Background: an optimization exercise with open tools, aiming at small area and a short achievable clock period. Do not read the settings as production practice. The RTL was checked by simulation tests, not by an equivalence proof against the original design. No activity file was given, so power comes from the tool's default toggle rates.

==> nickel <==
==> flow/design.v <==
`timescale 1ns / 1ps
module MicroUAZ8Bits2020V02(
    input Clk,
    input Rst,
    input [8:0] i_Instruction,
    input [7:0] i_Dato_Bus,
    output [7:0] o_Addres_Instruction_Bus,
    output [7:0] o_DataOut_Bus,
    output [7:0] o_Addres_Data_Bus,
    output RW
    );
    wire [2:0] op = i_Instruction[8:6];
    wire [2:0] a  = i_Instruction[5:3];
    wire [2:0] b  = i_Instruction[2:0];
    reg [7:0] R [0:7];
    reg [7:0] PC;
    reg C;
    reg fl, Zs, Ns;
    wire [7:0] Ra = R[a];
    wire [7:0] Rb = R[b];
    wire [7:0] R0 = R[0];
    wire Z = fl ? (R0 == 8'd0) & ~C : Zs;
    wire N = fl ? R0[7] : Ns;
    assign RW = ~op[2] & op[1];
    assign o_Addres_Data_Bus = op[1] ? Ra : Rb;
    wire [7:0] rbi = (op[0] | op[2]) ? Rb : {5'b0, b};
    assign o_DataOut_Bus = rbi;
    assign o_Addres_Instruction_Bus = PC;
    wire sub = b[0];
    wire [8:0] s = {1'b0, R0 ^ {8{sub}}} + {1'b0, Ra};
    wire [8:0] addsub = {s[8], s[7:0] ^ {8{sub}}};
    wire left = ~b[0];
    wire [8:0] v = left ? {R0[0], R0[1], R0[2], R0[3], R0[4], R0[5], R0[6], R0[7], 1'b0}
                        : {1'b0, R0};
    wire [8:0] vs = v >> Ra;
    wire [8:0] sh = left ? {vs[0], vs[1], vs[2], vs[3], vs[4], vs[5], vs[6], vs[7], vs[8]} : vs;
    reg [3:0] tt;
    always @* begin
        case (b[1:0])
            2'd0: tt = 4'b0011;    
            2'd1: tt = 4'b1000;    
            2'd2: tt = 4'b1110;    
            default: tt = 4'b0110;  
        endcase
    end
    wire [7:0] lg;
    genvar k;
    generate
        for (k = 0; k < 8; k = k + 1) begin : lgb
            assign lg[k] = tt[{R0[k], Ra[k]}];
        end
    endgenerate
    wire [8:0] res = b[2] ? {b[1:0] == 2'd0, lg} : (b[1] ? sh : addsub);
    wire is_math = op == 3'b101;
    wire is_jump = op == 3'b110;
    wire link    = is_jump & (b == 3'd1);
    wire wa = (op[2:1] == 2'b00) | (op == 3'b100);
    wire [7:0] wd = (op[0] & ~op[2]) ? i_Dato_Bus : rbi;
    reg taken;
    always @* begin
        case (b)
            3'd0, 3'd1: taken = 1'b1;
            3'd2: taken = Z;
            3'd3: taken = ~Z;
            3'd4: taken = N;
            3'd5: taken = ~N;
            3'd6: taken = C;
            default: taken = ~C;
        endcase
    end
    integer i;
    always @(posedge Clk, posedge Rst) begin
        if (Rst) begin
            for (i = 0; i < 8; i = i + 1) R[i] <= 8'd0;
            PC <= 8'd0;
            C <= 1'b0; fl <= 1'b0; Zs <= 1'b0; Ns <= 1'b0;
        end else begin
            for (i = 1; i < 7; i = i + 1)
                if (wa && a == i) R[i] <= wd;
            if (is_math) R[0] <= res[7:0];
            else if (wa && a == 3'd0) R[0] <= wd;
            if (link) R[7] <= PC;
            else if (wa && a == 3'd7) R[7] <= wd;
            PC <= (is_jump & taken) ? Ra : PC + 8'd1;
            if (is_math) begin
                C <= res[8];
                fl <= 1'b1;
            end else if (wa && a == 3'd0) begin
                fl <= 1'b0;
                Zs <= Z;
                Ns <= N;
            end
        end
    end
endmodule
==> flow/flow/run.sh <==
#!/bin/bash
# Own layout flow: the standard ORFS flow (standard.sh), with the
# changes set in flow/opts.sh:
#  - MY_ABC_SCRIPT: ABC script for synthesis's mapping (via my_synth.tcl,
#    which sources synth_recipe.tcl unchanged and only swaps abc's script);
#  - EXTRA: further make variables (port buffer cell, adder mapping, ...).
# Each tool's output stays in orfs/logs/; make's own output in run_make.log.
set -euo pipefail
W=$(pwd)
export FLOW_WORK=$W
EXTRA=()
source $W/flow/opts.sh
bash standard.sh SYNTH_SCRIPT=$W/flow/my_synth.tcl "${EXTRA[@]}" finish > $W/run_make.log 2>&1
==> flow/flow/abc.script <==
&get -n
&st
&dch
&nf
&put
==> flow/flow/my_synth.tcl <==
# The standard synthesis (synth_recipe.tcl, sourced unchanged) with one
# change: Yosys's abc pass runs the ABC script named by MY_ABC_SCRIPT in
# place of ORFS's abc_speed script.
proc abc {args} {
  set i [lsearch -exact $args -script]
  if { $i >= 0 && [info exists ::env(MY_ABC_SCRIPT)] } {
    lset args [expr { $i + 1 }] $::env(MY_ABC_SCRIPT)
  }
  puts "my_synth: abc $args"
  yosys abc {*}$args
}
source $::env(FLOW_WORK)/synth_recipe.tcl
==> flow/flow/opts.sh <==
# options for run.sh
export MY_ABC_SCRIPT=$W/flow/abc.script
EXTRA=( "BUFFER_PORTS_ARGS=-buffer_cell sky130_fd_sc_hd__buf_1" "ADDER_MAP_FILE=" )
==> flow/standard.sh <==
#!/bin/bash
# synth_recipe.tcl (not shown) runs the flow's synth.tcl, then flattens the netlist and writes it again
# the make line also repeats each setting of config.mk as NAME=value (left out here)
make -C /OpenROAD-flow-scripts/flow DESIGN_CONFIG=/design/flow/config.mk WORK_HOME=/design/flow/orfs CLKGATE_MAP_FILE= SYNTH_SCRIPT=/design/flow/synth_recipe.tcl "${@:-finish}"
==> flow/config.mk <==
export PLATFORM = sky130hd
export DESIGN_NAME = MicroUAZ8Bits2020V02
export DESIGN_NICKNAME = MicroUAZ8Bits2020V02
export VERILOG_FILES = /design/flow/design.v
export SDC_FILE = /design/flow/constraint.sdc
export NUM_CORES = 4
export LEC_CHECK = 0
export CAP_MARGIN = 20
export CORE_MARGIN = 2
export CORE_UTILIZATION = 40
export SETUP_SLACK_MARGIN = 2.0
export SLEW_MARGIN = 20
export TNS_END_PERCENT = 0
==> flow/constraint.sdc <==
create_clock -name core_clock -period 6.0 [get_ports {Clk}]
set_input_delay 1.2000 -clock core_clock [delete_from_list [all_inputs] [get_ports {Clk}]]
set_output_delay 1.2000 -clock core_clock [all_outputs]
set_load 0.01 [all_outputs]
==> willow (differences from nickel) <==
==> flow/flow/abc.script (replaced) <==
&get -n
&st
&dch -f
&nf -R 1000
&put
--- a/flow/flow/my_synth.tcl
+++ b/flow/flow/my_synth.tcl
@@ -2,3 +2,4 @@
 # change: Yosys's abc pass runs the ABC script named by MY_ABC_SCRIPT in
-# place of ORFS's abc_speed script.
+# place of ORFS's abc_speed script, and keeps abc from the cells named in
+# MY_ABC_DONT_USE, if set.
 proc abc {args} {
@@ -8,2 +9,5 @@
   }
+  if { [info exists ::env(MY_ABC_DONT_USE)] } {
+    foreach c $::env(MY_ABC_DONT_USE) { lappend args -dont_use $c }
+  }
   puts "my_synth: abc $args"
Settings changed: CORE_UTILIZATION 40 to 60, CTS_BUF_LIST set to sky130_fd_sc_hd__clkbuf_8, CTS_CLUSTER_SIZE set to 25, SETUP_SLACK_MARGIN 2.0 to 2.5.
==> violet (differences from nickel) <==
==> flow/flow/abc.script (replaced) <==
&get -n
&st
&dch -f
&nf -R 1000
&put
--- a/flow/flow/my_synth.tcl
+++ b/flow/flow/my_synth.tcl
@@ -2,3 +2,4 @@
 # change: Yosys's abc pass runs the ABC script named by MY_ABC_SCRIPT in
-# place of ORFS's abc_speed script.
+# place of ORFS's abc_speed script, and keeps abc from the cells named in
+# MY_ABC_DONT_USE, if set.
 proc abc {args} {
@@ -8,2 +9,5 @@
   }
+  if { [info exists ::env(MY_ABC_DONT_USE)] } {
+    foreach c $::env(MY_ABC_DONT_USE) { lappend args -dont_use $c }
+  }
   puts "my_synth: abc $args"
Settings changed: CORE_UTILIZATION 40 to 70, CTS_BUF_LIST set to sky130_fd_sc_hd__clkbuf_8, CTS_CLUSTER_SIZE set to 25, SETUP_SLACK_MARGIN 2.0 to 2.5.
==> comparison table <==
|  | nickel | willow | violet |
|---|---|---|---|
| Nets in the synthesized netlist | 640 | 622 | 622 |
| Detailed-route wire length on metal 1 | 8.47 mm | 7.48 mm | - |
| Number of cells on the worst hold path | 2 | 2 | - |
| Status | no timing/DRC/antenna violations | no timing/DRC/antenna violations | stopped before the end |
| Last stage reached | - | - | global routing |
| Post-DRT Antenna Nets | 0 | 0 | - |
| Fraction of the yosys area taken by sequential cells | 36.8% | 38.4% | 38.4% |
| Multiplexer share of the synthesized area | 3.36% | 3.46% | 3.46% |
| Post-synthesis cell area | 5170 um2 | 4950 um2 | 4950 um2 |
| Minimum setup slack in the final design | 1.86 ns | 1.98 ns | - |
| Sequential group share of total power | 35.3% | 39.2% | - |
| Setup Skew | 0.0130 ns | 0.0127 ns | - |
| Critical path data required time | 4.80 ns | 4.80 ns | - |
| Non-clock buffer contribution to total cell area | 11.7% | 13.2% | - |
| Area share of the largest cell type after synthesis | 36.8% | 38.4% | 38.4% |
| Full die area | 13800 um2 | 9000 um2 | - |
| Synthesized-area fraction occupied by ao, oa, aoi and oai cells | 31.1% | 32.6% | 32.6% |
| Count of inverters other than clock inverters in the layout | 6 | 4 | - |
| Highest metal layer used by the detailed router | met4 | met4 | - |
| Share of the final layout cell area in multi-input gates | 51.1% | 52.1% | - |
| RR Startpoint | R[7][0] | R[3][1] | - |


==> branch quartz: inputs <==
Starts from the design.v that is shown in full above.
clock: 6.0 ns
lec_check: 0
cap_margin: 20
core_margin: 2
core_utilization: 35
setup_slack_margin: 2.5
slew_margin: 20
tns_end_percent: 0
standard.sh (not shown) runs the stock make flow with config.mk's settings and CLKGATE_MAP_FILE= SYNTH_SCRIPT=/design/flow/synth_recipe.tcl, a recipe that flattens the netlist after the stock synthesis.
==> flow/flow/run.sh <==
#!/bin/bash
# Own layout flow: the standard ORFS flow (standard.sh), with the
# changes set in flow/opts.sh:
#  - MY_ABC_SCRIPT: ABC script for synthesis's mapping (via my_synth.tcl,
#    which sources synth_recipe.tcl unchanged and only swaps abc's script);
#  - EXTRA: further make variables (port buffer cell, adder mapping, ...).
# Each tool's output stays in orfs/logs/; make's own output in run_make.log.
set -euo pipefail
W=$(pwd)
export FLOW_WORK=$W
EXTRA=()
source $W/flow/opts.sh
bash standard.sh SYNTH_SCRIPT=$W/flow/my_synth.tcl "${EXTRA[@]}" finish > $W/run_make.log 2>&1
==> flow/flow/my_synth.tcl <==
# The standard synthesis (synth_recipe.tcl, sourced unchanged) with one
# change: Yosys's abc pass runs the ABC script named by MY_ABC_SCRIPT in
# place of ORFS's abc_speed script.
proc abc {args} {
  set i [lsearch -exact $args -script]
  if { $i >= 0 && [info exists ::env(MY_ABC_SCRIPT)] } {
    lset args [expr { $i + 1 }] $::env(MY_ABC_SCRIPT)
  }
  puts "my_synth: abc $args"
  yosys abc {*}$args
}
source $::env(FLOW_WORK)/synth_recipe.tcl
==> flow/flow/opts.sh <==
# options for run.sh
EXTRA=( "BUFFER_PORTS_ARGS=-buffer_cell sky130_fd_sc_hd__buf_1" "ADDER_MAP_FILE=" )
==> branch fjord: changes against branch quartz <==
--- a/flow/design.v
+++ b/flow/design.v
@@ -23,39 +23,27 @@
     wire N = fl ? R0[7] : Ns;
     assign RW = ~op[2] & op[1];
     assign o_Addres_Data_Bus = op[1] ? Ra : Rb;
-    wire [7:0] rbi = (op[0] | op[2]) ? Rb : {5'b0, b};
-    assign o_DataOut_Bus = rbi;
+    assign o_DataOut_Bus = op[0] ? Rb : {5'b0, b};
     assign o_Addres_Instruction_Bus = PC;
     wire sub = b[0];
-    wire [8:0] s = {1'b0, R0 ^ {8{sub}}} + {1'b0, Ra};
-    wire [8:0] addsub = {s[8], s[7:0] ^ {8{sub}}};
-    wire left = ~b[0];
-    wire [8:0] v = left ? {R0[0], R0[1], R0[2], R0[3], R0[4], R0[5], R0[6], R0[7], 1'b0}
-                        : {1'b0, R0};
-    wire [8:0] vs = v >> Ra;
-    wire [8:0] sh = left ? {vs[0], vs[1], vs[2], vs[3], vs[4], vs[5], vs[6], vs[7], vs[8]} : vs;
-    reg [3:0] tt;
+    wire [8:0] addsub = {1'b0, R0} + ({1'b0, Ra} ^ {9{sub}}) + {8'b0, sub};
+    reg [8:0] res;
     always @* begin
-        case (b[1:0])
-            2'd0: tt = 4'b0011;    
-            2'd1: tt = 4'b1000;    
-            2'd2: tt = 4'b1110;    
-            default: tt = 4'b0110;  
+        case (b)
+            3'd0, 3'd1: res = addsub;
+            3'd2: res = {1'b0, R0} << Ra;
+            3'd3: res = {1'b0, R0} >> Ra;
+            3'd4: res = {1'b1, ~R0};
+            3'd5: res = {1'b0, R0 & Ra};
+            3'd6: res = {1'b0, R0 | Ra};
+            default: res = {1'b0, R0 ^ Ra};
         endcase
     end
-    wire [7:0] lg;
-    genvar k;
-    generate
-        for (k = 0; k < 8; k = k + 1) begin : lgb
-            assign lg[k] = tt[{R0[k], Ra[k]}];
-        end
-    endgenerate
-    wire [8:0] res = b[2] ? {b[1:0] == 2'd0, lg} : (b[1] ? sh : addsub);
     wire is_math = op == 3'b101;
     wire is_jump = op == 3'b110;
     wire link    = is_jump & (b == 3'd1);
     wire wa = (op[2:1] == 2'b00) | (op == 3'b100);
-    wire [7:0] wd = (op[0] & ~op[2]) ? i_Dato_Bus : rbi;
+    wire [7:0] wd = op[2] ? Rb : (op[0] ? i_Dato_Bus : {5'b0, b});
     reg taken;
     always @* begin
         case (b)
==> flow/run.sh (new file) <==
#!/bin/bash
# synth_recipe.tcl (not shown) runs the flow's synth.tcl, then flattens the netlist and writes it again
# the make line also repeats each setting of config.mk as NAME=value (left out here)
make -C /OpenROAD-flow-scripts/flow DESIGN_CONFIG=/design/flow/config.mk WORK_HOME=/design/flow/orfs CLKGATE_MAP_FILE= SYNTH_SCRIPT=/design/flow/synth_recipe.tcl finish
- CORE_UTILIZATION: 35 -> 40
- TNS_END_PERCENT: 0 -> default
removed: flow/flow/run.sh
removed: flow/flow/my_synth.tcl
removed: flow/flow/opts.sh
removed: flow/standard.sh
==> notes.md <==
- Status: no timing/DRC/antenna violations
- Fin Hold WS: 0.483 ns
- Synth Instances: 711
- Worst slew pin tran: roughly 0.98 ns
- Met1 usage: 38.9%
the above is filed under branch fjord

==> notes.md <==
- Status: no timing/DRC/antenna violations
- Post-place instance area: 0.00650 mm^2
- Worst slew pin tran: 1.14 ns
- Largest net degree at the start of global routing: 77
- Total CTS buffers: 9
- Met1 usage: 32.1%
the above is filed under branch quartz

==> port drivers added, routing unchanged <==
The results above use ideal ports. As a check the final layouts listed here were re-extracted and re-timed, cells and wires unchanged. Step 1, drivers: a clkbuf_16 drives Clk and a buf_2 each remaining input, both assumed. Step 2, shift: input delay + t, output delay - t, t = (earliest + latest rising clock arrival at the registers) / 2. This alone moves slack from input paths to output paths. a / b / c = ideal / step 1 / step 2; a / b = the first two.
run	shift t [ns]	slack for setup (ns)	worst setup path after step 2	worst register clock-pin slew, ns
nickel	0.388	1.856 / 1.814 / 1.550	input to register	0.07 / 0.07
willow	0.402	1.982 / 1.943 / 1.637	input to register	0.10 / 0.10
branch quartz	0.395	2.107 / 2.003 / 1.750	input to register	0.07 / 0.07
branch fjord	0.401	2.133 / 1.953 / 1.816	input to register	0.07 / 0.07
After both steps every run listed still meets setup and hold. For branch quartz, which loses most, drivers alone change the setup slack by -0.104 ns; drivers and shift together by -0.357 ns.
